This design comes from an exercise in tuning for small area on the open sky130 flow, not from production work. Where RTL was checked, it was by simulation tests only, not by an equivalence proof against the original. The RTL of run 1 was laid out without a check of its function. No activity file was given, so power comes from the tool's default toggle rates.

File: flow/config.mk
export PLATFORM = sky130hd
export DESIGN_NAME = cordic
export DESIGN_NICKNAME = cordic
export VERILOG_FILES = /design/flow/design.v
export SDC_FILE = /design/flow/constraint.sdc
export NUM_CORES = 4
export LEC_CHECK = 0
export ABC_AREA = 1
export CAP_MARGIN = 20
export CORE_MARGIN = 2
export CORE_UTILIZATION = 40
export CTS_BUF_LIST = sky130_fd_sc_hd__clkbuf_8
export SLEW_MARGIN = 20
File: flow/constraint.sdc
create_clock -name core_clock -period 11.0 [get_ports {i_clk}]
set_input_delay 2.2000 -clock core_clock [delete_from_list [all_inputs] [get_ports {i_clk}]]
set_output_delay 2.2000 -clock core_clock [all_outputs]
set_load 0.01 [all_outputs]
File: flow/design.v
module cordic(
    input signed [29:0] i_angle,
    input i_clk,
    input i_rst,
    input i_start,
    output signed [29:0] o_sin,
    output signed [29:0] o_cos,
    output o_done
);
localparam W = 36;    
localparam D = 18;
localparam WA = 34;   
localparam DA = 17;
reg [W-1:0] x;
reg [W-1:0] y;
reg [WA-1:0] w;
reg [4:0] i;
reg c;           
reg busy;
reg done;
reg cx, cy, cw;  
reg mw;          
assign o_done = done;
assign o_cos = x[W-1:W-30];
assign o_sin = y[W-1:W-30];
wire last = (i == 5'd30);
wire d = c ? ~w[DA-1] : ~w[WA-1];
wire sub_x = d;
wire sub_y = ~d;
localparam [31*WA-1:0] ATAN = {
    34'h100000000,
    34'h100000000,
    34'h100000000,
    34'h100000000,
    34'h100000000,
    34'h100000000,
    34'h100000000,
    34'h100000000,
    34'h100000000,
    34'h100000000,
    34'h100000000,
    34'h100000000,
    34'h100000000,
    34'h100000000,
    34'h100000000,
    34'h0ffffffff,
    34'h0fffffffb,
    34'h0ffffffeb,
    34'h0ffffffab,
    34'h0fffffeab,
    34'h0fffffaab,
    34'h0ffffeaab,
    34'h0ffffaaab,
    34'h0fffeaaae,
    34'h0fffaaade,
    34'h0ffeaaddd,
    34'h0ffaaddb9,
    34'h0feadd4d5,
    34'h0fadbafc9,
    34'h0ed63382b,
    34'h0c90fdaa2
};
wire [WA-1:0] atan = ATAN[WA*i +: WA];
wire fill_y = last ? sub_x : (c ? y[D-1] : y[W-1]);
wire fill_x = last ? sub_y : (c ? x[D-1] : x[W-1]);
wire [W+32:0] src_y = c ? {{(D+32){fill_y}}, y[D-1:0], 1'b0}
                        : {{32{fill_y}}, y[W-1] ^ last, y[W-2:0], 1'b0};
wire [W+32:0] src_x = c ? {{(D+32){fill_x}}, x[D-1:0], 1'b0}
                        : {{32{fill_x}}, x[W-1] ^ last, x[W-2:0], 1'b0};
wire [W+32:0] sh_y = src_y >> i;
wire [W+32:0] sh_x = src_x >> i;
wire [D-1:0] op_x = sh_y[D:1] ^ {D{sub_x}};
wire [D-1:0] op_y = sh_x[D:1] ^ {D{sub_y}};
wire [DA-1:0] op_w = (c ? atan[WA-1:DA] : atan[DA-1:0]) ^ {DA{d}};
wire ci_x = c ? cx : sh_y[0] ^ sub_x;
wire ci_y = c ? cy : sh_x[0] ^ sub_y;
wire ci_w = c ? cw : d;
wire [D:0] k_x, k_y;
wire [DA:0] k_w;
wire [D-1:0] sum_x, sum_y;
wire [DA-1:0] sum_w;
assign k_x[0] = ci_x;
assign k_y[0] = ci_y;
assign k_w[0] = ci_w;
genvar g;
generate
    for (g = 0; g < D; g = g + 1) begin : rca
        assign sum_x[g] = x[g] ^ op_x[g] ^ k_x[g];
        assign k_x[g+1] = (x[g] & op_x[g]) | (k_x[g] & (x[g] ^ op_x[g]));
        assign sum_y[g] = y[g] ^ op_y[g] ^ k_y[g];
        assign k_y[g+1] = (y[g] & op_y[g]) | (k_y[g] & (y[g] ^ op_y[g]));
    end
    for (g = 0; g < DA; g = g + 1) begin : rcaw
        assign sum_w[g] = w[g] ^ op_w[g] ^ k_w[g];
        assign k_w[g+1] = (w[g] & op_w[g]) | (k_w[g] & (w[g] ^ op_w[g]));
    end
endgenerate
always @(posedge i_clk) begin
    if (i_start) begin
        w <= {i_angle, 4'b0};
        i <= 5'd0;
        c <= 1'b0;
    end else begin
        w <= {sum_w[DA-2:0], c ? mw : 1'b0, w[WA-1:DA]};
        c <= ~c;
        if (c)
            i <= i + 5'd1;
    end
    cx <= k_x[D];
    cy <= k_y[D];
    cw <= k_w[DA];
    mw <= sum_w[DA-1];
end
always @(posedge i_clk) begin
    if (i_start) begin
        x <= 36'h26dd3b6a1;
        y <= {W{1'b0}};
    end else if (busy) begin
        x <= {sum_x, x[W-1:D]};
        y <= {sum_y, y[W-1:D]};
    end
end
always @(posedge i_clk) begin
    if (i_rst) begin
        busy <= 1'b0;
        done <= 1'b0;
    end else if (i_start) begin
        busy <= 1'b1;
        done <= 1'b0;
    end else if (busy && c && last) begin
        busy <= 1'b0;
        done <= 1'b1;
    end
end
endmodule
File: flow/flow/run.sh
#!/bin/bash
# The standard layout with two changes:
#  - synthesis is the standard flow's own script (synth_recipe.tcl), except that the final ABC
#    mapping uses flow/area.abc, an area-only standard-cell mapping (amap); every
#    step before it, and so every register, is the standard synthesis's;
#  - the port buffers use the smallest buffer cell.
set -euo pipefail
here=$(pwd)
cat > "$here/own_synth.tcl" <<EOT
proc abc {args} {
  set i [lsearch -exact \$args -script]
  if { \$i >= 0 } { lset args [expr {\$i + 1}] $here/flow/area.abc }
  yosys abc {*}\$args
}
source $here/synth_recipe.tcl
EOT
bash standard.sh "SYNTH_SCRIPT=$here/own_synth.tcl" \
  "BUFFER_PORTS_ARGS=-buffer_cell sky130_fd_sc_hd__buf_1" finish > standard.log 2>&1
File: flow/flow/area.abc
strash
dch -f
amap
File: flow/standard.sh
#!/bin/bash
# synth_recipe.tcl (not shown) runs the flow's synth.tcl, then flattens the netlist and writes it again
# the make line also repeats each setting of config.mk as NAME=value (left out here)
make -C /OpenROAD-flow-scripts/flow DESIGN_CONFIG=/design/flow/config.mk WORK_HOME=/design/flow/orfs CLKGATE_MAP_FILE= SYNTH_SCRIPT=/design/flow/synth_recipe.tcl "${@:-finish}"
==> impl_metrics.yaml, run 1 <==
power_and_ir_drop:
  clock_network_fraction_of_total_power_pct: 20.9
  power.internal_mw: 1.10
  power.ir.vdd_worst_uv: 103
  leakagePower_nw: 3.48
  switching_share_pct: 43.8
  seqPwrFrac_pct: 29.8
  design_power_total_mw: 1.96
  pwr-share-comb_pct: 49.2
  power.density_cell_area_nw_per_um2: 196
  power.net_switching_mw: 0.856
global_routing:
  grt_overflow_total: 0
  grt_usage_pct: 26.3
  number_of_global_route_vias_before_repair: 8004
  grt_max_degree: 80
  antenna_found_initial: 0
  grt_pass1_wl_um: 46100
sta:
  post-route-period-util_pct: 96.6
  finalSetupViolations: 0
  worst_slew_pin_slew_ns: 0.824
  timing.final.crit_period_ns: 10.63
  maxSlewViolCount: 0
  worst_hold_slack_ns: 0.442
  setup_tns_ns: 0
  fin_worst_skew_ns: 0.0120
  grt_setup_unrepaired: "false"
  slew_headroom_pct: 45.1
  timing.fmax_mhz: 94.1
  timing.final.hold_violations: 0
drt:
  firstDrtPassIters: 6
  route.detailed.drc: 0
  vias_per_cell: 6.04
  drtIter0Drc: 808
  drt_wl_total_um: 29500
  vias_post_dr: 9045
  route.detailed.wl_per_inst_um: 19.7
  postRouteAntennaNets: 0
synth:
  ys_seq_elements: 118
  synth-seq-area-share_pct: 27.5
  yosysUniqueCellTypes: 33
  synth_top_cell_by_area: "sky130_fd_sc_hd__dfxtp_1"
  syn-mean-instance-area_um2: 7.93
  yosys.area.top_type_share_pct: 27.5
  syn_inst: 1085
  netlist_top_cells_area: "sky130_fd_sc_hd__dfxtp_1 (27%), sky130_fd_sc_hd__fa_1 (12%), sky130_fd_sc_hd__o22a_1 (11%)"
  postSynthNetCount: 1182
  yosys_warnings: 1
  netlist_area_before_placement_um2: 8600
layout:
  area.growth.synth_to_final_pct: 16.2
  num-nets-final: 1307
  layout.cells.most_common: "sky130_fd_sc_hd__o21ai_0"
  drive_gt1_share_pct: 8.50
  layout.cells.most_common_list: "sky130_fd_sc_hd__o21ai_0 (168), sky130_fd_sc_hd__o22ai_1 (131), sky130_fd_sc_hd__a21oi_1 (125)"
  n_antenna_cell: 0
  post_layout_nonfiller_instances: 1498
clocking:
  cts-root-buf: "sky130_fd_sc_hd__clkbuf_8"
  cts.sink_count: 118
  clock_tree_from_tritoncts: "yes"
  holdBufCountCts: 0
  ctsLongestPathBuffers: 2
  clk_pin_slew_worst_paths_ns: 0.08
  numCtsBuffers: 17
  htree_levels: 4
  insertion_delay_of_the_later_clocked_pin_in_the_worst_skew_pair_ns: 0.46
worst_setup_path:
  cp_slowest_cell: "sky130_fd_sc_hd__fa_1"
  crit_required_ns: 11.34
  cp_common_cell: "sky130_fd_sc_hd__fa_1"
  critical_path.max_stage_delay_ns: 0.44
  crit_path_end_kind: "flop"
  worst_setup_path_start_kind: "flop"
  critical_path.max_fanout: 10
  worstPathArrival_ns: 10.97
  category_of_the_most_critical_setup_path: "reg2reg"
floorplan:
  initial_utilization_pct: 40.8
  floorplan.die_area_um2: 22700
  ios: 94
  die_y_um: 151
  die_w_um: 151
  core_region_area_um2: 21100
  floorplan.rows: 53
place:
  port-buffer-count: 93
  gp_routability_congestion: 0.946
  hpwl_um: 21000
  dp.cells: 1461
worst_hold_path:
  hold_class: "reg2reg"
outcome:
  outcome: "no timing/DRC/antenna violations"
run:
  total_of_max_cap_violations: 0
cell usage after synthesis:
master,count
sky130_fd_sc_hd__a32o_1,1
sky130_fd_sc_hd__a221oi_1,5
sky130_fd_sc_hd__o21bai_1,5
sky130_fd_sc_hd__a311oi_1,3
sky130_fd_sc_hd__fa_1,53
sky130_fd_sc_hd__o211ai_1,9
sky130_fd_sc_hd__dfxtp_1,118
sky130_fd_sc_hd__clkinv_1,74
sky130_fd_sc_hd__nand2_1,76
sky130_fd_sc_hd__and3_1,1
sky130_fd_sc_hd__buf_4,24
sky130_fd_sc_hd__or2_0,2
sky130_fd_sc_hd__a2111oi_0,1
sky130_fd_sc_hd__a221o_1,2
sky130_fd_sc_hd__nor2_1,109
sky130_fd_sc_hd__o22ai_1,135
sky130_fd_sc_hd__o31ai_1,1
sky130_fd_sc_hd__a21o_1,2
sky130_fd_sc_hd__o32ai_1,1
sky130_fd_sc_hd__o221ai_1,7
sky130_fd_sc_hd__nor2b_1,6
sky130_fd_sc_hd__o22a_1,111
sky130_fd_sc_hd__a211oi_1,2
sky130_fd_sc_hd__o31a_1,1
sky130_fd_sc_hd__nor3_1,7
sky130_fd_sc_hd__ha_1,11
sky130_fd_sc_hd__a22o_1,5
sky130_fd_sc_hd__nand3_1,4
sky130_fd_sc_hd__a31oi_1,1
sky130_fd_sc_hd__o21ai_0,171
sky130_fd_sc_hd__a21oi_1,126
sky130_fd_sc_hd__o221a_1,3
sky130_fd_sc_hd__a22oi_1,8
final cells by class:
class                           count  area, um2
Fill cell                        2162      11100
Tap cell                          275        344
Timing Repair Buffer              127        634
Multi-Input combinational cell    872       5910
Inverter                           74        334
Sequential cell                   118       2380
Clock buffer                       17        234
Clock inverter                     15        153
critical path, delay by kind of cell (launching register included):
| kind | cells | cell delay [ns] |
|---|---|---|
| DFF | 1 | 0.39 |
| AOI/OAI and AO/OA | 11 | 1.89 |
| and+or+nand+nor | 2 | 0.46 |
| adders and majority gates | 18 | 7.19 |
| buffers and inverters | 5 | 0.56 |
registers in the layout, summed over array words and instances, names as in the netlist:
| name | count |
|---|---|
| cy | 1 |
| cx | 1 |
| x | 36 |
| i | 5 |
| done | 1 |
| mw | 1 |
| y | 36 |
| c | 1 |
| cw | 1 |
| busy | 1 |
| w | 34 |
timing repair:
item | 4_1_cts | 5_1_grt
cloned | 2 | 1
setup endpoints to repair | 1 | 2
resized for setup | 3 | 21
endpoints found under the hold margin | 0 | 0
pin swaps | 2 | 3
setup buffers | 0 | 2
cell families (layout without fill, tap and decap cells):
logic type	Yosys count	in the layout	synth area share, %
compound gates	600	600	43.9
simple gates	205	208	9.37
flops	118	118	27.5
buf+inv	98	233	5.32
fa+ha+maj	64	64	13.9
per-stage QoR:
step / area [um2] / util, % / setup slack [ns]
floorplan: 8710 / - / 0.00405
global placement: 9490 / 45.0 / 0.145
detailed placement: 9490 / 45.0 / 0.0420
CTS: 9900 / 46.9 / 0.0161
global route: 9990 / 47.4 / 0.0294
finish: 9990 / 47.4 / 0.375
power groups by stage:
| stage | registers (mW) | logic (mW) | clock network, mW |
|---|---|---|---|
| after floorplan | 0.597 | 0.645 | 0 |
| after global placement | 0.592 | 0.935 | 0 |
| after detailed placement | 0.593 | 0.937 | 0 |
| after CTS | 0.583 | 0.948 | 0.416 |
| after global routing | 0.594 | 1.09 | 0.437 |
| final | 0.584 | 0.963 | 0.409 |
final timing paths:
kind | slack (ns) | end | from | cells after the start
worst max-delay path | 0.37 | x[35] | c | 36
worst min-delay path | 0.44 | w[2] | w[19] | 1
worst max register to register | 0.37 | x[35] | c | 36
worst min register to register | 0.44 | w[2] | w[19] | 1
per-layer routing:
layer	wire, um	vias up	GRT usage [%]
met5	0	-	0
met4	440	0	5.70
met3	2220	34	5.24
met2	12800	358	39.0
met1	14100	4241	39.2
li1	-	4412	-
==> inputs of run 2 (changes only) <==
--- a/flow/design.v
+++ b/flow/design.v
@@ -61,19 +61,53 @@
     34'h0c90fdaa2
 };
 wire [WA-1:0] atan = ATAN[WA*i +: WA];
-wire fill_y = last ? sub_x : (c ? y[D-1] : y[W-1]);
-wire fill_x = last ? sub_y : (c ? x[D-1] : x[W-1]);
-wire [W+32:0] src_y = c ? {{(D+32){fill_y}}, y[D-1:0], 1'b0}
-                        : {{32{fill_y}}, y[W-1] ^ last, y[W-2:0], 1'b0};
-wire [W+32:0] src_x = c ? {{(D+32){fill_x}}, x[D-1:0], 1'b0}
-                        : {{32{fill_x}}, x[W-1] ^ last, x[W-2:0], 1'b0};
-wire [W+32:0] sh_y = src_y >> i;
-wire [W+32:0] sh_x = src_x >> i;
-wire [D-1:0] op_x = sh_y[D:1] ^ {D{sub_x}};
-wire [D-1:0] op_y = sh_x[D:1] ^ {D{sub_y}};
+wire [W-1:0] src [0:1];
+wire [1:0] sub;
+assign src[0] = y;
+assign src[1] = x;
+assign sub[0] = sub_x;
+assign sub[1] = sub_y;
+wire [D:0] sh [0:1];
+genvar g, k;
+generate
+    for (g = 0; g < 2; g = g + 1) begin : lane
+        wire fill = last ? sub[g] : (c ? src[g][D-1] : src[g][W-1]);
+        wire [W:0] p = {src[g][W-1] ^ last, src[g][W-2:0], 1'b0};
+        wire [D+15:0] s1;
+        wire [D+7:0] s2;
+        wire [D+3:0] s3;
+        wire [D+1:0] s4;
+        wire [D:0] s5;
+        for (k = 0; k < D + 16; k = k + 1) begin : st16
+            if (k + 16 <= D)
+                assign s1[k] = i[4] ? p[k+16] : p[k];
+            else if (k <= D)
+                assign s1[k] = i[4] ? (c ? fill : p[k+16]) : p[k];
+            else if (k + 16 <= W)
+                assign s1[k] = c ? fill : (i[4] ? p[k+16] : p[k]);
+            else
+                assign s1[k] = (c | i[4]) ? fill : p[k];
+        end
+        for (k = 0; k < D + 8; k = k + 1) begin : st8
+            assign s2[k] = i[3] ? (k + 8 < D + 16 ? s1[k+8] : fill) : s1[k];
+        end
+        for (k = 0; k < D + 4; k = k + 1) begin : st4
+            assign s3[k] = i[2] ? s2[k+4] : s2[k];
+        end
+        for (k = 0; k < D + 2; k = k + 1) begin : st2
+            assign s4[k] = i[1] ? s3[k+2] : s3[k];
+        end
+        for (k = 0; k < D + 1; k = k + 1) begin : st1
+            assign s5[k] = i[0] ? s4[k+1] : s4[k];
+        end
+        assign sh[g] = s5;
+    end
+endgenerate
+wire [D-1:0] op_x = sh[0][D:1] ^ {D{sub_x}};
+wire [D-1:0] op_y = sh[1][D:1] ^ {D{sub_y}};
 wire [DA-1:0] op_w = (c ? atan[WA-1:DA] : atan[DA-1:0]) ^ {DA{d}};
-wire ci_x = c ? cx : sh_y[0] ^ sub_x;
-wire ci_y = c ? cy : sh_x[0] ^ sub_y;
+wire ci_x = c ? cx : sh[0][0] ^ sub_x;
+wire ci_y = c ? cy : sh[1][0] ^ sub_y;
 wire ci_w = c ? cw : d;
 wire [D:0] k_x, k_y;
 wire [DA:0] k_w;
@@ -82,7 +116,6 @@
 assign k_x[0] = ci_x;
 assign k_y[0] = ci_y;
 assign k_w[0] = ci_w;
-genvar g;
 generate
     for (g = 0; g < D; g = g + 1) begin : rca
         assign sum_x[g] = x[g] ^ op_x[g] ^ k_x[g];
--- a/flow/config.mk
+++ b/flow/config.mk
@@ -9,5 +9,5 @@
 export CAP_MARGIN = 20
 export CORE_MARGIN = 2
 export CORE_UTILIZATION = 40
-export CTS_BUF_LIST = sky130_fd_sc_hd__clkbuf_8
+export CTS_BUF_LIST = sky130_fd_sc_hd__clkbuf_4 sky130_fd_sc_hd__clkbuf_8
 export SLEW_MARGIN = 20
==> impl_metrics.yaml, run 2 <==
drt:
  wl_met2_um: 11100
  drtIter0Drc: 888
  dr_wl_met3_um: 1890
  route.detailed.drc: 0
  route.detailed.wl_per_inst_um: 18.8
  drt_wl_total_um: 26200
  vias_post_dr: 8055
  postRouteAntennaNets: 0
  top_layer: "met4"
  routedLengthMet1_um: 12400
  vias_per_cell: 5.77
  firstDrtPassIters: 5
clocking:
  holdBufCountCts: 0
  ctsLongestPathBuffers: 2
  cts-root-buf: "sky130_fd_sc_hd__clkbuf_8"
  numCtsBuffers: 17
  insertion_delay_of_the_later_clocked_pin_in_the_worst_skew_pair_ns: 0.46
  clock_tree_from_tritoncts: "yes"
  clk_pin_slew_worst_paths_ns: 0.08
  cts.sink_count: 118
  htree_levels: 4
floorplan:
  core_region_area_um2: 20100
  floorplan.rows: 52
  initial_utilization_pct: 40.6
  die_y_um: 147
  die_w_um: 147
  floorplan.die_area_um2: 21600
  ios: 94
synth:
  yosysMostFrequentCell: "sky130_fd_sc_hd__nor2_1"
  netlist_area_before_placement_um2: 8160
  postSynthNetCount: 1114
  synth-edff-count: 0
  ys_seq_elements: 118
  netlist_top_cells_area: "sky130_fd_sc_hd__dfxtp_1 (29%), sky130_fd_sc_hd__fa_1 (13%), sky130_fd_sc_hd__a21oi_1 (7.8%)"
  dominantRegCellSynth: "sky130_fd_sc_hd__dfxtp_1"
  syn_inst: 1017
  synth-seq-area-share_pct: 28.9
  yosys.area.top_type_share_pct: 28.9
  yosysUniqueCellTypes: 31
  yosys_warnings: 1
  synth_top_cell_by_area: "sky130_fd_sc_hd__dfxtp_1"
  syn-mean-instance-area_um2: 8.03
  synth.cells.most_frequent: "sky130_fd_sc_hd__nor2_1 (132), sky130_fd_sc_hd__a21oi_1 (127), sky130_fd_sc_hd__o21ai_0 (127)"
  synth_async_reset_ratio_pct: 0
layout:
  post_layout_nonfiller_instances: 1396
  area.growth.synth_to_final_pct: 13.2
  layout_top_registers: "x x36, y x36, w x34"
  layout.cells.most_common_list: "sky130_fd_sc_hd__nor2_1 (130), sky130_fd_sc_hd__o21ai_0 (125), sky130_fd_sc_hd__a21oi_1 (125)"
  num-nets-final: 1210
  layout.cells.most_common: "sky130_fd_sc_hd__nor2_1"
  n_antenna_cell: 0
  drive_gt1_share_pct: 9.68
power_and_ir_drop:
  leakagePower_nw: 3.23
  design_power_total_mw: 1.77
  power.density_cell_area_nw_per_um2: 192
  power.ir.vdd_worst_uv: 77.4
worst_setup_path:
  critical_path.max_stage_delay_ns: 0.42
  crit_family: "adder cells"
  cp_slowest_cell: "sky130_fd_sc_hd__fa_1"
  worstPathArrival_ns: 10.86
  cp_common_cell: "sky130_fd_sc_hd__fa_1"
  timing.rr.end: "y[35]"
  critical_path.max_fanout: 8
  category_of_the_most_critical_setup_path: "reg2reg"
  worst-r2r-cell-count: 42
  crit_required_ns: 11.35
  crit_path_end_kind: "flop"
  reg2reg_setup_slack_ns: 0.49
  cp_num_buf_inv: 9
  critical_path.reg2reg.startpoint: "i[0]"
  worst_setup_path_start_kind: "flop"
sta:
  setup_tns_ns: 0
  worst_hold_slack_ns: 0.440
  finalSetupViolations: 0
  worst_slew_pin_slew_ns: 0.721
  post-route-period-util_pct: 95.5
  timing.fmax_mhz: 95.2
  slew_headroom_pct: 51.9
  timing.final.crit_period_ns: 10.51
  timing.final.hold_violations: 0
  fin_worst_skew_ns: 0.0128
  maxSlewViolCount: 0
  postLayoutSetupSlackWorst_ns: 0.492
global_routing:
  number_of_global_route_vias_before_repair: 7460
  antenna_found_initial: 0
  grt_pass1_wl_um: 42000
  grt_usage_pct: 24.7
  grt_max_degree: 73
  grt_overflow_total: 0
run:
  total_of_max_cap_violations: 0
place:
  dp.cells: 1358
  gp_routability_congestion: 0.899
  hpwl_um: 18800
  port-buffer-count: 93
  pre_cts_slack_ns: 0.0333
worst_hold_path:
  holdPathStages: 1
  hold_startpoint: "w[18]"
  hold_class: "reg2reg"
  hold-path-endpoint: "w[1]"
outcome:
  outcome: "no timing/DRC/antenna violations"
## run 2: cell count changes after synthesis, moves of 5 or more
cell                       previous run  this run
sky130_fd_sc_hd__a221oi_1             5         0
sky130_fd_sc_hd__a22oi_1              8         3
sky130_fd_sc_hd__a31oi_1              1         6
sky130_fd_sc_hd__buf_4               24        58
sky130_fd_sc_hd__clkinv_1            74        82
sky130_fd_sc_hd__nor2_1             109       132
sky130_fd_sc_hd__o21ai_0            171       127
sky130_fd_sc_hd__o21bai_1             5         0
sky130_fd_sc_hd__o221ai_1             7        25
sky130_fd_sc_hd__o22a_1             111        67
sky130_fd_sc_hd__o22ai_1            135        78
sky130_fd_sc_hd__o32a_1               0         8
## run 2: stage by stage
step	instance area [um2]	utilization, %
global route	9240	45.9
floorplan	8190	-
finish	9240	45.9
global placement	8710	43.3
detailed placement	8710	43.3
CTS	9120	45.4
## run 2: kinds of logic (layout without fill, tap and decap cells)
| group | Yosys count | in the layout | synth area share, % |
|---|---|---|---|
| buffers and inverters | 140 | 249 | 9.10 |
| DFF | 118 | 118 | 28.9 |
| adders and majority gates | 64 | 64 | 14.7 |
| and+or+nand+nor | 219 | 219 | 10.4 |
| AOI/OAI and AO/OA | 476 | 476 | 36.9 |
## run 2: worst max path at each step
stage / slack [ns] / cells past startpoint / start / end
2_1_floorplan: 0.05 / 38 / i[3] / x[35]
3_3_place_gp: 0.10 / 40 / i[0] / x[35]
3_5_place_dp: 0.03 / 42 / i[0] / x[35]
4_1_cts: 0.01 / 42 / i[0] / x[35]
5_1_grt: -0.02 / 43 / i[0] / y[35]
6_report: 0.49 / 42 / i[0] / y[35]
## run 2: power by group
| part | total (mW) | switching, mW | internal, mW |
|---|---|---|---|
| Clock | 0.421 | 0.205 | 0.216 |
| Sequential | 0.586 | 0.0672 | 0.519 |
| Combinational | 0.768 | 0.462 | 0.306 |
| Total | 1.77 | 0.734 | 1.04 |
## run 2: area by class of cell
class                      instances  area, um2
clock buffer                      19        262
fill                            2057      10900
tap                              270        338
multi-input combinational        759       5130
timing repair buffer             135        666
sequential                       118       2370
clock inverter                    13        146
inverter                          82        322
## run 2: repair_timing
action | in CTS | in global routing
buffers inserted | 0 | 6
resized for setup | 0 | 24
endpoints found under the setup margin | 0 | 5
## run 2: routing by layer
layer  global-route usage, %  vias up
met2                    35.7      334
met1                    36.8     3732
met5                       0        -
met4                    9.03        0
li1                        -     3933
met3                    4.53       56
==> inputs of run 3 (changes only) <==
--- a/flow/config.mk
+++ b/flow/config.mk
@@ -9,5 +9,7 @@
 export CAP_MARGIN = 20
 export CORE_MARGIN = 2
 export CORE_UTILIZATION = 40
-export CTS_BUF_LIST = sky130_fd_sc_hd__clkbuf_4 sky130_fd_sc_hd__clkbuf_8
+export CTS_BUF_LIST = sky130_fd_sc_hd__clkbuf_8
+export CTS_CLUSTER_DIAMETER = 100
+export CTS_CLUSTER_SIZE = 30
 export SLEW_MARGIN = 20
==> impl_metrics.yaml, run 3 <==
synth:
  syn_inst: 1017
  yosys.area.top_type_share_pct: 28.9
  synth_async_reset_ratio_pct: 0
  synth-edff-count: 0
  yosysMostFrequentCell: "sky130_fd_sc_hd__nor2_1"
  netlist_area_before_placement_um2: 8160
  synth_top_cell_by_area: "sky130_fd_sc_hd__dfxtp_1"
  postSynthNetCount: 1114
  synth.cells.most_frequent: "sky130_fd_sc_hd__nor2_1 (132), sky130_fd_sc_hd__a21oi_1 (127), sky130_fd_sc_hd__o21ai_0 (127)"
  ys_seq_elements: 118
  yosys_warnings: 1
  dominantRegCellSynth: "sky130_fd_sc_hd__dfxtp_1"
  synth-seq-area-share_pct: 28.9
  netlist_top_cells_area: "sky130_fd_sc_hd__dfxtp_1 (29%), sky130_fd_sc_hd__fa_1 (13%), sky130_fd_sc_hd__a21oi_1 (7.8%)"
  yosysUniqueCellTypes: 31
  syn-mean-instance-area_um2: 8.03
place:
  gp_routability_congestion: 0.899
  port-buffer-count: 93
  hpwl_um: 18800
  pre_cts_slack_ns: 0.0333
sta:
  timing.final.crit_period_ns: 10.51
  setup_tns_ns: 0
  worst_hold_slack_ns: 0.440
  slew_headroom_pct: 51.9
  timing.fmax_mhz: 95.2
  fin_worst_skew_ns: 0.0128
  post-route-period-util_pct: 95.5
  postLayoutSetupSlackWorst_ns: 0.492
  timing.final.hold_violations: 0
  worst_slew_pin_slew_ns: 0.721
  maxSlewViolCount: 0
  finalSetupViolations: 0
clocking:
  holdBufCountCts: 0
  cts.sink_count: 118
  ctsLongestPathBuffers: 2
  numCtsBuffers: 17
  clk_pin_slew_worst_paths_ns: 0.08
  insertion_delay_of_the_later_clocked_pin_in_the_worst_skew_pair_ns: 0.46
  htree_levels: 4
  cts-root-buf: "sky130_fd_sc_hd__clkbuf_8"
  clock_tree_from_tritoncts: "yes"
drt:
  postRouteAntennaNets: 0
  vias_post_dr: 8055
  route.detailed.wl_per_inst_um: 18.8
  drtIter0Drc: 888
  vias_per_cell: 5.77
  firstDrtPassIters: 5
  drt_wl_total_um: 26200
  route.detailed.drc: 0
power_and_ir_drop:
  pwr-share-comb_pct: 43.3
  power.density_cell_area_nw_per_um2: 192
  seqPwrFrac_pct: 33.0
  switching_share_pct: 41.4
  design_power_total_mw: 1.77
  power.internal_mw: 1.04
  power.ir.vdd_worst_uv: 77.4
  power.net_switching_mw: 0.734
  clock_network_fraction_of_total_power_pct: 23.7
  leakagePower_nw: 3.23
global_routing:
  number_of_global_route_vias_before_repair: 7460
  grt_max_degree: 73
  grt_overflow_total: 0
  antenna_found_initial: 0
  grt_usage_pct: 24.7
  grt_pass1_wl_um: 42000
worst_setup_path:
  cp_common_cell: "sky130_fd_sc_hd__fa_1"
  critical_path.max_fanout: 8
  category_of_the_most_critical_setup_path: "reg2reg"
  worstPathArrival_ns: 10.86
  reg2reg_setup_slack_ns: 0.49
  crit_path_end_kind: "flop"
  worst_setup_path_start_kind: "flop"
  crit_required_ns: 11.35
  cp_slowest_cell: "sky130_fd_sc_hd__fa_1"
  critical_path.max_stage_delay_ns: 0.42
layout:
  n_antenna_cell: 0
  area.growth.synth_to_final_pct: 13.2
  layout.cells.most_common_list: "sky130_fd_sc_hd__nor2_1 (130), sky130_fd_sc_hd__o21ai_0 (125), sky130_fd_sc_hd__a21oi_1 (125)"
  layout_top_registers: "x x36, y x36, w x34"
  final-seq-area_um2: 2370
  multiInputGateArea_um2: 5130
  final.fill_count: 2057
  drive_gt1_share_pct: 9.68
  num-nets-final: 1210
  layout.cells.most_common: "sky130_fd_sc_hd__nor2_1"
run:
  total_of_max_cap_violations: 0
floorplan:
  floorplan.die_area_um2: 21600
  die_y_um: 147
  initial_utilization_pct: 40.6
  die_w_um: 147
  ios: 94
  core_region_area_um2: 20100
  floorplan.rows: 52
outcome:
  outcome: "no timing/DRC/antenna violations"
worst_hold_path:
  hold_class: "reg2reg"
==> run 3: cell counts after synthesis <==
Identical to the previous run, type by type.
==> run 3: per-stage QoR <==
stage	utilization, %	std cells	cell area [um2]
6_report	45.9	1396	9240
5_1_grt	45.9	1396	9240
4_1_cts	45.4	1390	9120
3_5_place_dp	43.3	1358	8710
3_3_place_gp	43.3	1358	8710
2_1_floorplan	-	1017	8190
==> run 3: layout make-up <==
class,count,area share [%]
Sequential cell,118,25.7
Clock inverter,13,1.58
Multi-Input combinational cell,759,55.5
Timing Repair Buffer,135,7.21
Inverter,82,3.48
Clock buffer,19,2.83
Tap cell,270,3.66
==> run 3: final timing paths <==
check             depth (start not counted)   from  endpoint
hold reg to reg                           1  w[18]      w[1]
hold / removal                            1  w[18]      w[1]
setup reg to reg                         42   i[0]     y[35]
setup / recovery                         42   i[0]     y[35]
==> run 3: power groups by stage <==
stage               Sequential, mW  Combinational [mW]  Clock [mW]
floorplan                    0.581               0.563           0
global placement             0.593               0.751           0
detailed placement           0.594               0.752           0
CTS                          0.584               0.760       0.428
global route                 0.597               0.883       0.449
finish                       0.586               0.768       0.421
==> run 3: cells by family (layout without fill, tap and decap cells) <==
logic type | after synthesis | in the layout | synth area share, %
flops | 118 | 118 | 28.9
buf+inv | 140 | 249 | 9.10
simple gates | 219 | 219 | 10.4
compound gates | 476 | 476 | 36.9
fa+ha+maj | 64 | 64 | 14.7
==> run 3: layer usage <==
layer / share of wire, % / GRT usage [%]
met5: 0 / 0
met1: 47 / 36.8
met3: 7.2 / 4.53
met4: 3.1 / 9.03
met2: 42 / 35.7
==> run 3: critical path: cells and delay by family, from the launching register on <==
family / cells / cell delay, ns
compound gates: 8 / 1.44
simple gates: 6 / 0.59
buf+inv: 9 / 0.91
flops: 1 / 0.36
fa+ha+maj: 19 / 7.11
==> run 3: what timing repair did <==
| item | 4_1_cts | 5_1_grt |
|---|---|---|
| endpoints found under the setup margin | 0 | 5 |
| buffers inserted | 0 | 6 |
| resized for setup | 0 | 24 |
==> inputs of run 4 (changes only) <==
--- a/flow/config.mk
+++ b/flow/config.mk
@@ -10,6 +10,4 @@
 export CORE_MARGIN = 2
 export CORE_UTILIZATION = 40
 export CTS_BUF_LIST = sky130_fd_sc_hd__clkbuf_8
-export CTS_CLUSTER_DIAMETER = 100
-export CTS_CLUSTER_SIZE = 30
 export SLEW_MARGIN = 20
==> impl_metrics.yaml, run 4 <==
outcome:
  outcome: "no timing/DRC/antenna violations"
drt:
  route.detailed.wl_per_inst_um: 18.8
  postRouteAntennaNets: 0
  vias_post_dr: 8055
  vias_per_cell: 5.77
  drt_wl_total_um: 26200
  drtIter0Drc: 888
  route.detailed.drc: 0
  firstDrtPassIters: 5
floorplan:
  ios: 94
  die_w_um: 147
  floorplan.die_area_um2: 21600
  core_region_area_um2: 20100
  floorplan.rows: 52
  die_y_um: 147
  initial_utilization_pct: 40.6
place:
  gp_routability_congestion: 0.899
  hpwl_um: 18800
  port-buffer-count: 93
  placed_instance_area_um2: 8710
global_routing:
  gr-usage-met1_pct: 36.8
  number_of_global_route_vias_before_repair: 7460
  grt_usage_pct: 24.7
  grt.met2_usage_pct: 35.7
  grt_pass1_wl_um: 42000
  gr-max-usage-layer: "met1"
  grt_use_met3_pct: 4.53
  grt_max_degree: 73
  grt_overflow_total: 0
  antenna_found_initial: 0
worst_hold_path:
  hold-path-endpoint: "w[1]"
  holdPathStages: 1
  hold_class: "reg2reg"
  hold_startpoint: "w[18]"
worst_setup_path:
  worst-r2r-cell-count: 42
  timing.rr.end: "y[35]"
  worst_setup_path_start_kind: "flop"
  critical_path.max_fanout: 8
  category_of_the_most_critical_setup_path: "reg2reg"
  cp_common_cell: "sky130_fd_sc_hd__fa_1"
  crit_path_end_kind: "flop"
  cp_slowest_cell: "sky130_fd_sc_hd__fa_1"
  critical_path.max_stage_delay_ns: 0.42
  crit_required_ns: 11.35
  critical_path.reg2reg.startpoint: "i[0]"
  reg2reg_setup_slack_ns: 0.49
  worstPathArrival_ns: 10.86
synth:
  syn-mean-instance-area_um2: 8.03
  yosys_warnings: 1
  synth.cells.most_frequent: "sky130_fd_sc_hd__nor2_1 (132), sky130_fd_sc_hd__a21oi_1 (127), sky130_fd_sc_hd__o21ai_0 (127)"
  ys_seq_elements: 118
  yosysMostFrequentCell: "sky130_fd_sc_hd__nor2_1"
  syn_inst: 1017
  netlist_top_cells_area: "sky130_fd_sc_hd__dfxtp_1 (29%), sky130_fd_sc_hd__fa_1 (13%), sky130_fd_sc_hd__a21oi_1 (7.8%)"
  synth-edff-count: 0
  synth_top_cell_by_area: "sky130_fd_sc_hd__dfxtp_1"
  netlist_area_before_placement_um2: 8160
  synth-seq-area-share_pct: 28.9
  yosys.area.top_type_share_pct: 28.9
  synth_async_reset_ratio_pct: 0
  yosysUniqueCellTypes: 31
  dominantRegCellSynth: "sky130_fd_sc_hd__dfxtp_1"
  postSynthNetCount: 1114
sta:
  timing.fmax_mhz: 95.2
  timing.final.crit_period_ns: 10.51
  finalSetupViolations: 0
  worst_hold_slack_ns: 0.440
  slew_headroom_pct: 51.9
  maxSlewViolCount: 0
  worst_slew_pin_slew_ns: 0.721
  setup_tns_ns: 0
  fin_worst_skew_ns: 0.0128
  timing.final.hold_violations: 0
  post-route-period-util_pct: 95.5
clocking:
  clk_pin_slew_worst_paths_ns: 0.08
  clock_tree_from_tritoncts: "yes"
  cts-root-buf: "sky130_fd_sc_hd__clkbuf_8"
  ctsLongestPathBuffers: 2
  holdBufCountCts: 0
  htree_levels: 4
  cts.sink_count: 118
  numCtsBuffers: 17
  insertion_delay_of_the_later_clocked_pin_in_the_worst_skew_pair_ns: 0.46
layout:
  final.fill_count: 2057
  layout_top_registers: "x x36, y x36, w x34"
  n_antenna_cell: 0
  utilization_pct: 45.9
  fin_area_um2: 9240
  num-nets-final: 1210
  layout.cells.most_common_list: "sky130_fd_sc_hd__nor2_1 (130), sky130_fd_sc_hd__o21ai_0 (125), sky130_fd_sc_hd__a21oi_1 (125)"
  drive_gt1_share_pct: 9.68
  area.growth.synth_to_final_pct: 13.2
  layout.cells.most_common: "sky130_fd_sc_hd__nor2_1"
power_and_ir_drop:
  leakagePower_nw: 3.23
  power.density_cell_area_nw_per_um2: 192
  power.ir.vdd_worst_uv: 77.4
run:
  total_of_max_cap_violations: 0
run 4: cell counts in the layout (fill, tap and decap cells not counted):
No cell type changed its count.
run 4: cells by family after synthesis:
family,count (synthesis),synth area share [%]
AOI/OAI and AO/OA,476,36.9
adders and majority gates,64,14.7
buffers and inverters,140,9.10
DFF,118,28.9
and+or+nand+nor,219,10.4
run 4: cell type report:
| cell class | instances | area (um2) | area share, % |
|---|---|---|---|
| clock buffer | 19 | 262 | 2.83 |
| clock inverter | 13 | 146 | 1.58 |
| inverter | 82 | 322 | 3.48 |
| multi-input combinational | 759 | 5130 | 55.5 |
| sequential | 118 | 2370 | 25.7 |
| tap | 270 | 338 | 3.66 |
| timing repair buffer | 135 | 666 | 7.21 |
run 4: critical path: cells and delay by family (launching register included):
| family | cells | cell delay [ns] |
|---|---|---|
| flip-flops | 1 | 0.36 |
| AO/OA/AOI/OAI | 8 | 1.44 |
| adder cells (fa/ha/maj) | 19 | 7.11 |
| buffers and inverters | 9 | 0.91 |
| AND/OR/NAND/NOR | 6 | 0.59 |
run 4: power breakdown:
| group | total [mW] | internal [mW] | switching (mW) |
|---|---|---|---|
| clock | 0.421 | 0.216 | 0.205 |
| sequential | 0.586 | 0.519 | 0.0672 |
| combinational | 0.768 | 0.306 | 0.462 |
| total | 1.77 | 1.04 | 0.734 |
run 4: worst max-delay path by stage:
stage | start | slack (ns) | end
floorplan | i[3] | 0.05 | x[35]
finish | i[0] | 0.49 | y[35]
global placement | i[0] | 0.10 | x[35]
global route | i[0] | -0.02 | y[35]
CTS | i[0] | 0.01 | x[35]
detailed placement | i[0] | 0.03 | x[35]
run 4: per-layer routing:
layer  wire, um  vias to the layer above  part of all wire [%]
met5          0                        -                     0
met3       1890                       56                   7.2
li1           -                     3933                     -
met2      11100                      334                    42
met4        801                        0                   3.1
met1      12400                     3732                    47
run 4: what timing repair did:
action | in CTS | in global routing
gates resized for setup | 0 | 24
setup buffers | 0 | 6
endpoints found under the setup margin | 0 | 5
run 4: stage by stage:
stage	power (mW)	cells	setup WS, ns
6_report	1.77	1396	0.492
5_1_grt	1.93	1396	-0.0171
4_1_cts	1.77	1390	0.0147
3_5_place_dp	1.35	1358	0.0333
3_3_place_gp	1.34	1358	0.102
2_1_floorplan	1.14	1017	0.0534
==> inputs of run 5 (changes only) <==
--- a/flow/config.mk
+++ b/flow/config.mk
@@ -6,8 +6,9 @@
 export NUM_CORES = 4
 export LEC_CHECK = 0
 export ABC_AREA = 1
-export CAP_MARGIN = 20
+export CAP_MARGIN = 0
 export CORE_MARGIN = 2
 export CORE_UTILIZATION = 40
 export CTS_BUF_LIST = sky130_fd_sc_hd__clkbuf_8
-export SLEW_MARGIN = 20
+export GPL_TIMING_DRIVEN = 0
+export SLEW_MARGIN = 0
==> impl_metrics.yaml, run 5 <==
sta:
  post-route-period-util_pct: 96.8
  slew_headroom_pct: 19.5
  worst_hold_slack_ns: 0.438
  timing.fmax_mhz: 94.0
  timing.final.hold_violations: 0
  maxSlewViolCount: 0
  finalSetupViolations: 0
  worst_slew_pin_slew_ns: 1.20
  timing.final.crit_period_ns: 10.64
  fin_worst_skew_ns: 0.0122
worst_setup_path:
  crit_path_end_kind: "flop"
  cp_common_cell: "sky130_fd_sc_hd__fa_1"
  worstPathArrival_ns: 10.95
  cp_slowest_cell: "sky130_fd_sc_hd__fa_1"
  crit_path_end: "x[35]"
  critical_path.max_stage_delay_ns: 0.43
  critical_path.startpoint: "i[0]"
  crit_required_ns: 11.31
  timing.rr.end: "x[35]"
  worst_setup_path_start_kind: "flop"
  category_of_the_most_critical_setup_path: "reg2reg"
  critical_path.max_fanout: 22
  critical_path.reg2reg.startpoint: "i[0]"
  worst-r2r-cell-count: 41
  reg2reg_setup_slack_ns: 0.36
drt:
  firstDrtPassIters: 5
  vias_post_dr: 8303
  route.detailed.drc: 0
  vias_per_cell: 5.77
  route.detailed.wl_per_inst_um: 18.9
  drtIter0Drc: 816
  drt_wl_total_um: 27200
  postRouteAntennaNets: 0
global_routing:
  grt_max_degree: 76
  grt.met2_usage_pct: 37.4
  grt_usage_pct: 25.0
  gr-usage-met1_pct: 36.1
  grt_use_met3_pct: 4.91
  antenna_found_initial: 0
  grt_overflow_total: 0
  grt_pass1_wl_um: 42000
  gr-max-usage-layer: "met2"
  number_of_global_route_vias_before_repair: 7544
synth:
  yosysUniqueCellTypes: 31
  synth_async_reset_ratio_pct: 0
  synth_top_cell_by_area: "sky130_fd_sc_hd__dfxtp_1"
  netlist_area_before_placement_um2: 8160
  yosys.area.top_type_share_pct: 28.9
  dominantRegCellSynth: "sky130_fd_sc_hd__dfxtp_1"
  synth.cells.most_frequent: "sky130_fd_sc_hd__nor2_1 (132), sky130_fd_sc_hd__a21oi_1 (127), sky130_fd_sc_hd__o21ai_0 (127)"
  synth-seq-area-share_pct: 28.9
  yosysMostFrequentCell: "sky130_fd_sc_hd__nor2_1"
  postSynthNetCount: 1114
  netlist_top_cells_area: "sky130_fd_sc_hd__dfxtp_1 (29%), sky130_fd_sc_hd__fa_1 (13%), sky130_fd_sc_hd__a21oi_1 (7.8%)"
  synth-edff-count: 0
  syn_inst: 1017
  syn-mean-instance-area_um2: 8.03
  ys_seq_elements: 118
  yosys_warnings: 1
worst_hold_path:
  hold_class: "reg2reg"
run:
  total_of_max_cap_violations: 0
clocking:
  numCtsBuffers: 17
  clk_pin_slew_worst_paths_ns: 0.08
  holdBufCountCts: 0
  ctsLongestPathBuffers: 2
  insertion_delay_of_the_later_clocked_pin_in_the_worst_skew_pair_ns: 0.46
  htree_levels: 4
  clock_tree_from_tritoncts: "yes"
  cts-root-buf: "sky130_fd_sc_hd__clkbuf_8"
  cts.sink_count: 118
layout:
  drive_gt1_share_pct: 14.7
  layout.cells.most_common: "sky130_fd_sc_hd__nor2_1"
  final.fill_count: 2023
  utilization_pct: 48.9
  layout.cells.most_common_list: "sky130_fd_sc_hd__nor2_1 (127), sky130_fd_sc_hd__o21ai_0 (125), sky130_fd_sc_hd__a21oi_1 (122)"
  num-nets-final: 1253
  post_layout_nonfiller_instances: 1439
  n_antenna_cell: 0
  area.growth.synth_to_final_pct: 20.5
  layout_top_registers: "x x36, y x36, w x34"
outcome:
  outcome: "no timing/DRC/antenna violations"
place:
  gp_routability_congestion: 0.910
  hpwl_um: 17800
  port-buffer-count: 93
  dp.cells: 1383
power_and_ir_drop:
  leakagePower_nw: 3.51
  power.ir.vdd_worst_uv: 79.4
  design_power_total_mw: 1.82
  power.density_cell_area_nw_per_um2: 185
floorplan:
  die_y_um: 147
  ios: 94
  die_w_um: 147
  core_region_area_um2: 20100
  floorplan.die_area_um2: 21600
  initial_utilization_pct: 40.6
  floorplan.rows: 52
-- run 5: cell counts after synthesis --
No cell type changed its count.
-- run 5: worst min-delay path by stage --
stage          depth (start not counted)   end  start
3_3_place_gp                           1  w[1]  w[18]
5_1_grt                                1  w[1]  w[18]
6_report                               1  w[3]  w[20]
2_1_floorplan                          1  w[0]  w[17]
4_1_cts                                1  w[3]  w[20]
3_5_place_dp                           1  w[3]  w[20]
-- run 5: power by group --
group          internal, mW  total (mW)  switching, mW
Combinational         0.339       0.813          0.474
Sequential            0.518       0.593         0.0743
Clock                 0.228       0.419          0.191
Total                  1.09        1.82          0.739
-- run 5: critical path: cells and delay by family (launching register included) --
| kind | cells | cell delay [ns] |
|---|---|---|
| AOI/OAI and AO/OA | 9 | 1.33 |
| adders and majority gates | 19 | 7.24 |
| buffers and inverters | 7 | 0.80 |
| DFF | 1 | 0.39 |
| and+or+nand+nor | 6 | 0.73 |
-- run 5: layout make-up --
class	instances	area [um2]	area share, %
Clock buffer	18	248	2.52
Sequential cell	118	2390	24.3
Tap cell	270	338	3.43
Clock inverter	14	161	1.64
Inverter	82	368	3.74
Timing Repair inverter	1	8.76	0.0890
Timing Repair Buffer	117	638	6.49
Multi-Input combinational cell	761	5250	53.4
Buffer	58	435	4.43
-- run 5: what timing repair did --
| item | CTS | global route |
|---|---|---|
| pin swaps | 5 | 10 |
| buffers inserted | 16 | 5 |
| gates resized for setup | 33 | 31 |
| setup endpoints to repair | 12 | 5 |
| gates cloned | 3 | 0 |
-- run 5: kinds of logic after synthesis --
group	count (synthesis)	share of synthesized area [%]
AO/OA/AOI/OAI	476	36.9
AND/OR/NAND/NOR	219	10.4
buffers and inverters	140	9.10
adder cells (fa/ha/maj)	64	14.7
flip-flops	118	28.9
-- run 5: through the flow --
step | instance area (um2) | setup WS, ns | TNS, ns
global placement | 8870 | -1.82 | -11.53
floorplan | 8190 | 0.0534 | 0
detailed placement | 8950 | -1.82 | -11.08
finish | 9840 | 0.357 | 0
global route | 9840 | -0.0508 | -0.0783
CTS | 9690 | -0.00333 | -0.00333
-- run 5: metal layers --
metal / vias to the layer above / routed length [um]
met4: 0 / 765
met2: 387 / 11800
li1: 4036 / -
met3: 51 / 2190
met5: - / 0
met1: 3829 / 12500
==> inputs of run 6 (changes only) <==
--- a/flow/design.v
+++ b/flow/design.v
@@ -144,13 +144,24 @@
     cw <= k_w[DA];
     mw <= sum_w[DA-1];
 end
+localparam G = W - 30;
+localparam [W-1:0] X0 = 36'h26dd3b6a1;
 always @(posedge i_clk) begin
     if (i_start) begin
-        x <= 36'h26dd3b6a1;
-        y <= {W{1'b0}};
+        x[G-1:0] <= X0[G-1:0];
+        y[G-1:0] <= {G{1'b0}};
+    end else begin
+        x[G-1:0] <= x[D+G-1:D];
+        y[G-1:0] <= y[D+G-1:D];
+    end
+end
+always @(posedge i_clk) begin
+    if (i_start) begin
+        x[W-1:G] <= X0[W-1:G];
+        y[W-1:G] <= {(W-G){1'b0}};
     end else if (busy) begin
-        x <= {sum_x, x[W-1:D]};
-        y <= {sum_y, y[W-1:D]};
+        x[W-1:G] <= {sum_x, x[W-1:D+G]};
+        y[W-1:G] <= {sum_y, y[W-1:D+G]};
     end
 end
 always @(posedge i_clk) begin
--- a/flow/flow/run.sh
+++ b/flow/flow/run.sh
@@ -1,7 +1,7 @@
 #!/bin/bash
 # The standard layout with two changes:
 #  - synthesis is the standard flow's own script (synth_recipe.tcl), except that the final ABC
-#    mapping uses flow/area.abc, an area-only standard-cell mapping (amap); every
+#    mapping uses flow/area.abc, a deeper logic optimisation (&deepsyn) and an area-only standard-cell mapping (amap); every
 #    step before it, and so every register, is the standard synthesis's;
 #  - the port buffers use the smallest buffer cell.
 set -euo pipefail
==> flow/flow/area.abc (replaced) <==
strash
&get -n
&st
&deepsyn -T 30
&put
dch -f
amap -F 3 -A 6
--- a/flow/config.mk
+++ b/flow/config.mk
@@ -6,9 +6,8 @@
 export NUM_CORES = 4
 export LEC_CHECK = 0
 export ABC_AREA = 1
-export CAP_MARGIN = 0
+export CAP_MARGIN = 20
 export CORE_MARGIN = 2
-export CORE_UTILIZATION = 40
+export CORE_UTILIZATION = 60
 export CTS_BUF_LIST = sky130_fd_sc_hd__clkbuf_8
-export GPL_TIMING_DRIVEN = 0
-export SLEW_MARGIN = 0
+export SLEW_MARGIN = 20
==> impl_metrics.yaml, run 6 <==
power_and_ir_drop:
  clock_network_fraction_of_total_power_pct: 23.1
  power.net_switching_mw: 0.797
  power.density_cell_area_nw_per_um2: 214
  power.internal_mw: 1.09
  seqPwrFrac_pct: 32.6
  power.ir.vdd_worst_uv: 151
  pwr-share-comb_pct: 44.3
  leakagePower_nw: 3.10
  switching_share_pct: 42.1
worst_setup_path:
  cp_num_buf_inv: 7
  reg2reg_setup_slack_ns: 0.30
  crit_required_ns: 11.35
  critical_path.reg2reg.startpoint: "i[0]"
  cp_common_cell: "sky130_fd_sc_hd__fa_1"
  category_of_the_most_critical_setup_path: "reg2reg"
  crit_cells: 38
  cp_slowest_cell: "sky130_fd_sc_hd__fa_1"
  critical_path.startpoint: "i[0]"
  timing.rr.end: "x[35]"
  critical_path.max_fanout: 6
  critical_path.max_stage_delay_ns: 0.45
  worstPathArrival_ns: 11.05
  worst-r2r-cell-count: 38
  worst_setup_path_start_kind: "flop"
  crit_family: "adder cells"
  crit_path_end_kind: "flop"
  crit_path_end: "x[35]"
layout:
  layout.cells.most_common: "sky130_fd_sc_hd__o22ai_1"
  drive_gt1_share_pct: 10.3
  num-nets-final: 1148
  n_antenna_cell: 0
  utilization_pct: 69.8
  fin_area_um2: 8850
  area.growth.synth_to_final_pct: 12.8
  layout.cells.most_common_list: "sky130_fd_sc_hd__o22ai_1 (143), sky130_fd_sc_hd__clkinv_1 (119), sky130_fd_sc_hd__nor2_1 (119)"
  layout_top_registers: "x x36, y x36, w x34"
global_routing:
  gr-usage-met1_pct: 47.5
  grt_max_degree: 61
  grt_usage_pct: 39.5
  grt_use_met3_pct: 11.1
  grt.met2_usage_pct: 63.3
  gr-max-usage-layer: "met2"
  grt_overflow_total: 0
  number_of_global_route_vias_before_repair: 7910
  antenna_found_initial: 0
  grt_pass1_wl_um: 42700
clocking:
  cts-root-buf: "sky130_fd_sc_hd__clkbuf_8"
  htree_levels: 4
  ctsLongestPathBuffers: 2
  clock_tree_from_tritoncts: "yes"
  clk_pin_slew_worst_paths_ns: 0.07
  insertion_delay_of_the_later_clocked_pin_in_the_worst_skew_pair_ns: 0.47
  cts.sink_count: 118
  numCtsBuffers: 17
  holdBufCountCts: 0
synth:
  synth.cells.most_frequent: "sky130_fd_sc_hd__o22ai_1 (146), sky130_fd_sc_hd__clkinv_1 (128), sky130_fd_sc_hd__nor2_1 (120)"
  synth_top_cell_by_area: "sky130_fd_sc_hd__dfxtp_1"
  yosys.area.top_type_share_pct: 30.1
  yosys_warnings: 1
  syn-mean-instance-area_um2: 8.18
  synth_async_reset_ratio_pct: 0
  synth-seq-area-share_pct: 30.1
  netlist_top_cells_area: "sky130_fd_sc_hd__dfxtp_1 (30%), sky130_fd_sc_hd__fa_1 (14%), sky130_fd_sc_hd__o22ai_1 (12%)"
  syn_inst: 959
  yosysUniqueCellTypes: 32
  dominantRegCellSynth: "sky130_fd_sc_hd__dfxtp_1"
  ys_seq_elements: 118
  postSynthNetCount: 1056
  yosysMostFrequentCell: "sky130_fd_sc_hd__o22ai_1"
  netlist_area_before_placement_um2: 7850
  synth-edff-count: 0
sta:
  post-route-period-util_pct: 97.2
  slew_headroom_pct: 43.7
  timing.final.crit_period_ns: 10.70
  finalSetupViolations: 0
  worst_slew_pin_slew_ns: 0.843
  maxSlewViolCount: 0
  fin_worst_skew_ns: 0.0139
  timing.final.hold_violations: 0
  timing.fmax_mhz: 93.5
  postLayoutSetupSlackWorst_ns: 0.303
run:
  total_of_max_cap_violations: 0
worst_hold_path:
  holdPathStages: 1
  hold_class: "reg2reg"
floorplan:
  initial_utilization_pct: 61.9
  core_region_area_um2: 12700
  floorplan.die_area_um2: 14000
  die_w_um: 118
  floorplan.rows: 41
  ios: 94
  die_y_um: 118
place:
  gp_routability_congestion: 0.991
  hpwl_um: 20200
  pre_cts_slack_ns: -0.206
  placed_instance_area_um2: 8250
  port-buffer-count: 93
drt:
  vias_post_dr: 8212
  route.detailed.wl_per_inst_um: 22.4
  route.detailed.drc: 0
  drtIter0Drc: 1095
  drt_wl_total_um: 27600
  postRouteAntennaNets: 0
  firstDrtPassIters: 7
  vias_per_cell: 6.64
outcome:
  outcome: "no timing/DRC/antenna violations"
-- run 6: changes by cell type after synthesis, moves of 13 or more --
cell                       previous run  this run
sky130_fd_sc_hd__a21oi_1            127        83
sky130_fd_sc_hd__a22o_1               1        14
sky130_fd_sc_hd__clkinv_1            82       128
sky130_fd_sc_hd__nand2_1             72        45
sky130_fd_sc_hd__o21ai_0            127        64
sky130_fd_sc_hd__o22a_1              67        33
sky130_fd_sc_hd__o22ai_1             78       146
-- run 6: power by group through the flow --
stage / clock [mW] / sequential, mW / combinational [mW]
after CTS: 0.438 / 0.613 / 0.809
after global placement: 0 / 0.619 / 0.764
after detailed placement: 0 / 0.621 / 0.802
after floorplan: 0 / 0.597 / 0.598
after global routing: 0.456 / 0.624 / 0.932
final: 0.438 / 0.617 / 0.837
-- run 6: stage by stage --
stage	std cells	hold slack [ns]	TNS [ns]	power [mW]
2_1_floorplan	959	0.414	-0.370	1.19
3_3_place_gp	1200	0.417	0	1.38
3_5_place_dp	1200	0.430	-0.206	1.42
4_1_cts	1234	0.452	0	1.86
5_1_grt	1236	0.457	-0.0870	2.01
6_report	1236	0.448	0	1.89
-- run 6: worst reg2reg max path, delay by kind of cell, from the launching register on --
kind	cells	cell delay, ns
AND/OR/NAND/NOR	4	0.61
flip-flops	1	0.33
adder cells (fa/ha/maj)	19	7.40
buffers and inverters	7	0.65
AO/OA/AOI/OAI	8	1.60
-- run 6: cells by family after synthesis --
kind of cell	count (synthesis)	synth area share, %
simple gates	181	9.04
buf+inv	186	11.7
flops	118	30.1
fa+ha+maj	64	15.3
compound gates	410	33.9
-- run 6: layout make-up --
cell class                 instances  area (um2)
tap                              172         215
fill                            1048        3820
timing repair buffer             131         637
sequential                       118        2370
clock buffer                      19         262
multi-input combinational        655        4710
inverter                         128         485
clock inverter                    13         170
-- run 6: metal layers --
layer	wire length (um)	vias up
li1	-	3683
met1	10400	3836
met2	12700	557
met3	2850	136
met4	1680	0
met5	0	-
-- run 6: how the worst min path moves through the flow --
stage / from / end
2_1_floorplan: w[17] / w[0]
3_3_place_gp: w[19] / w[2]
3_5_place_dp: w[17] / w[0]
4_1_cts: w[28] / w[11]
5_1_grt: w[29] / w[12]
6_report: w[19] / w[2]
-- run 6: repair_timing --
| item | 4_1_cts | 5_1_grt |
|---|---|---|
| gates resized for setup | 8 | 30 |
| setup endpoints to repair | 1 | 5 |
| hold endpoints to repair | 0 | 0 |
| gates cloned | 0 | 1 |
| pin swaps | 3 | 8 |
| buffers inserted | 2 | 1 |
==> inputs of run 7 (changes only) <==
--- a/flow/config.mk
+++ b/flow/config.mk
@@ -8,6 +8,6 @@
 export ABC_AREA = 1
 export CAP_MARGIN = 20
 export CORE_MARGIN = 2
-export CORE_UTILIZATION = 60
+export CORE_UTILIZATION = 40
 export CTS_BUF_LIST = sky130_fd_sc_hd__clkbuf_8
 export SLEW_MARGIN = 20
==> impl_metrics.yaml, run 7 <==
floorplan:
  die_y_um: 144
  floorplan.die_area_um2: 20700
  floorplan.rows: 51
  ios: 94
  die_w_um: 144
  initial_utilization_pct: 40.6
  core_region_area_um2: 19300
sta:
  timing.fmax_mhz: 94.8
  fin_worst_skew_ns: 0.0152
  worst_slew_pin_slew_ns: 0.798
  postLayoutSetupSlackWorst_ns: 0.451
  post-route-period-util_pct: 95.9
  maxSlewViolCount: 0
  setup_tns_ns: 0
  finalSetupViolations: 0
  worst_hold_slack_ns: 0.441
  slew_headroom_pct: 46.3
  timing.final.hold_violations: 0
  timing.final.crit_period_ns: 10.55
worst_setup_path:
  category_of_the_most_critical_setup_path: "reg2reg"
  cp_slowest_cell: "sky130_fd_sc_hd__a222oi_1"
  timing.rr.end: "x[35]"
  critical_path.max_fanout: 8
  crit_path_end_kind: "flop"
  worstPathArrival_ns: 10.91
  worst_setup_path_start_kind: "flop"
  critical_path.reg2reg.startpoint: "i[0]"
  critical_path.max_stage_delay_ns: 0.45
  crit_required_ns: 11.36
  critical_path.startpoint: "i[0]"
  crit_path_end: "x[35]"
  reg2reg_setup_slack_ns: 0.45
  cp_common_cell: "sky130_fd_sc_hd__fa_1"
  worst-r2r-cell-count: 40
outcome:
  outcome: "no timing/DRC/antenna violations"
drt:
  drt_wl_total_um: 27000
  vias_post_dr: 7717
  vias_per_cell: 5.82
  firstDrtPassIters: 6
  postRouteAntennaNets: 0
  route.detailed.drc: 0
  route.detailed.wl_per_inst_um: 20.3
  drtIter0Drc: 666
synth:
  synth-seq-area-share_pct: 30.1
  yosysMostFrequentCell: "sky130_fd_sc_hd__o22ai_1"
  synth_async_reset_ratio_pct: 0
  postSynthNetCount: 1056
  ys_seq_elements: 118
  synth-edff-count: 0
  yosys_warnings: 1
  synth_top_cell_by_area: "sky130_fd_sc_hd__dfxtp_1"
  yosys.area.top_type_share_pct: 30.1
  dominantRegCellSynth: "sky130_fd_sc_hd__dfxtp_1"
  syn-mean-instance-area_um2: 8.18
  syn_inst: 959
  synth.cells.most_frequent: "sky130_fd_sc_hd__o22ai_1 (146), sky130_fd_sc_hd__clkinv_1 (128), sky130_fd_sc_hd__nor2_1 (120)"
  yosysUniqueCellTypes: 32
  netlist_top_cells_area: "sky130_fd_sc_hd__dfxtp_1 (30%), sky130_fd_sc_hd__fa_1 (14%), sky130_fd_sc_hd__o22ai_1 (12%)"
  netlist_area_before_placement_um2: 7850
global_routing:
  grt_pass1_wl_um: 41200
  number_of_global_route_vias_before_repair: 7224
  grt_use_met3_pct: 5.10
  antenna_found_initial: 0
  grt_overflow_total: 0
  grt.met2_usage_pct: 42.9
  grt_max_degree: 61
  grt_usage_pct: 26.6
  gr-usage-met1_pct: 34.6
  gr-max-usage-layer: "met2"
clocking:
  cts.sink_count: 118
  insertion_delay_of_the_later_clocked_pin_in_the_worst_skew_pair_ns: 0.46
  clk_pin_slew_worst_paths_ns: 0.08
  clock_tree_from_tritoncts: "yes"
  ctsLongestPathBuffers: 2
  cts-root-buf: "sky130_fd_sc_hd__clkbuf_8"
  htree_levels: 4
  holdBufCountCts: 0
  numCtsBuffers: 17
place:
  hpwl_um: 20200
  port-buffer-count: 93
  dp.cells: 1294
  gp_routability_congestion: 0.960
  pre_cts_slack_ns: -0.0334
power_and_ir_drop:
  design_power_total_mw: 1.82
  power.ir.vdd_worst_uv: 98.7
  power.density_cell_area_nw_per_um2: 205
  leakagePower_nw: 3.07
layout:
  area.growth.synth_to_final_pct: 13.4
  drive_gt1_share_pct: 10.1
  n_antenna_cell: 0
  num-nets-final: 1147
  layout_top_registers: "x x36, y x36, w x34"
  layout.cells.most_common_list: "sky130_fd_sc_hd__o22ai_1 (142), sky130_fd_sc_hd__clkinv_1 (119), sky130_fd_sc_hd__nor2_1 (118)"
  layout.cells.most_common: "sky130_fd_sc_hd__o22ai_1"
  post_layout_nonfiller_instances: 1327
run:
  total_of_max_cap_violations: 0
worst_hold_path:
  hold_class: "reg2reg"
run 7: changes by cell type in the layout (fill, tap and decap cells not counted), sizes merged:
cell	before	now
bufinv	3	2
clkinv	126	125
buf	130	129
clkbuf	20	21
inv	10	7
clkinvlp	2	5
run 7: worst min path at each step:
| stage | from | end | slack (ns) | cells after the start |
|---|---|---|---|---|
| after global placement | w[20] | w[3] | 0.42 | 1 |
| after CTS | w[20] | w[3] | 0.44 | 1 |
| after global routing | w[19] | w[2] | 0.46 | 1 |
| after floorplan | w[17] | w[0] | 0.41 | 1 |
| after detailed placement | w[25] | w[8] | 0.43 | 1 |
| final | w[20] | w[3] | 0.44 | 1 |
run 7: cell families after synthesis:
family / Yosys count / synth area share, %
flops: 118 / 30.1
compound gates: 410 / 33.9
fa+ha+maj: 64 / 15.3
simple gates: 181 / 9.04
buf+inv: 186 / 11.7
run 7: final cells by class:
| cell class | instances | area, um2 |
|---|---|---|
| fill | 2035 | 10400 |
| tap | 265 | 332 |
| timing repair buffer | 130 | 628 |
| clock inverter | 11 | 125 |
| multi-input combinational | 655 | 4690 |
| sequential | 118 | 2370 |
| clock buffer | 20 | 275 |
| inverter | 128 | 484 |
run 7: repair_timing:
item                                    4_1_cts  5_1_grt
pin swaps                                     0        9
endpoints found under the setup margin        1        4
buffers inserted                              0        2
cloned                                        0        0
gates resized for setup                       1       33
run 7: through the flow:
stage	util, %	cell area (um2)
final	46.0	8900
after CTS	45.4	8780
after global routing	46.0	8900
after global placement	43.3	8370
after floorplan	-	7860
after detailed placement	43.3	8370
run 7: critical path: cells and delay by family (launching register included):
kind | cells | cell delay, ns
fa+ha+maj | 19 | 7.36
compound gates | 8 | 1.42
buf+inv | 9 | 0.98
simple gates | 4 | 0.37
flops | 1 | 0.34
run 7: metal layers:
layer | routed length (um) | up-vias
li1 | - | 3678
met1 | 11500 | 3603
met2 | 12500 | 372
met3 | 1950 | 64
met4 | 1050 | 0
met5 | 0 | -
run 7: where the power goes:
part,switching [mW],internal (mW)
logic,0.493,0.310
registers,0.0763,0.535
clock network,0.193,0.218

port drivers added, routing unchanged:
In the flow no input, the clock included, has a driving cell. The finished layouts below were timed again as built, in two steps.
Step 1: set_driving_cell puts a clkbuf_16 on i_clk and a buf_2 on each other input, an assumption about the parent block.
Step 2 moves the port delays by t, midway between the first and last clock arrival at a register: inputs arrive t later, outputs are due t later. That takes back most of the time a late clock gives input paths.
Slacks: ideal ports / drivers / drivers and shift; pairs: ideal ports / drivers.
| run | t (ns) | setup WS [ns] | worst hold slack (ns) | worst setup path at the end | worst register clock-pin slew, ns |
|---|---|---|---|---|---|
| run 1 | 0.494 | 0.375 / 0.375 / 0.375 | 0.442 / 0.442 / 0.442 | register to register | 0.09 / 0.09 |
| run 2 | 0.498 | 0.492 / 0.492 / 0.492 | 0.440 / 0.440 / 0.440 | register to register | 0.08 / 0.08 |
| run 3 | 0.498 | 0.492 / 0.492 / 0.492 | 0.440 / 0.440 / 0.440 | register to register | 0.08 / 0.08 |
| run 4 | 0.498 | 0.492 / 0.492 / 0.492 | 0.440 / 0.440 / 0.440 | register to register | 0.08 / 0.08 |
| run 5 | 0.503 | 0.357 / 0.357 / 0.357 | 0.438 / 0.438 / 0.438 | register to register | 0.08 / 0.08 |
| run 6 | 0.498 | 0.303 / 0.303 / 0.303 | 0.448 / 0.448 / 0.448 | register to register | 0.08 / 0.08 |
| run 7 | 0.495 | 0.451 / 0.451 / 0.451 | 0.441 / 0.441 / 0.441 | register to register | 0.09 / 0.09 |
After both steps every run listed still meets setup and hold.
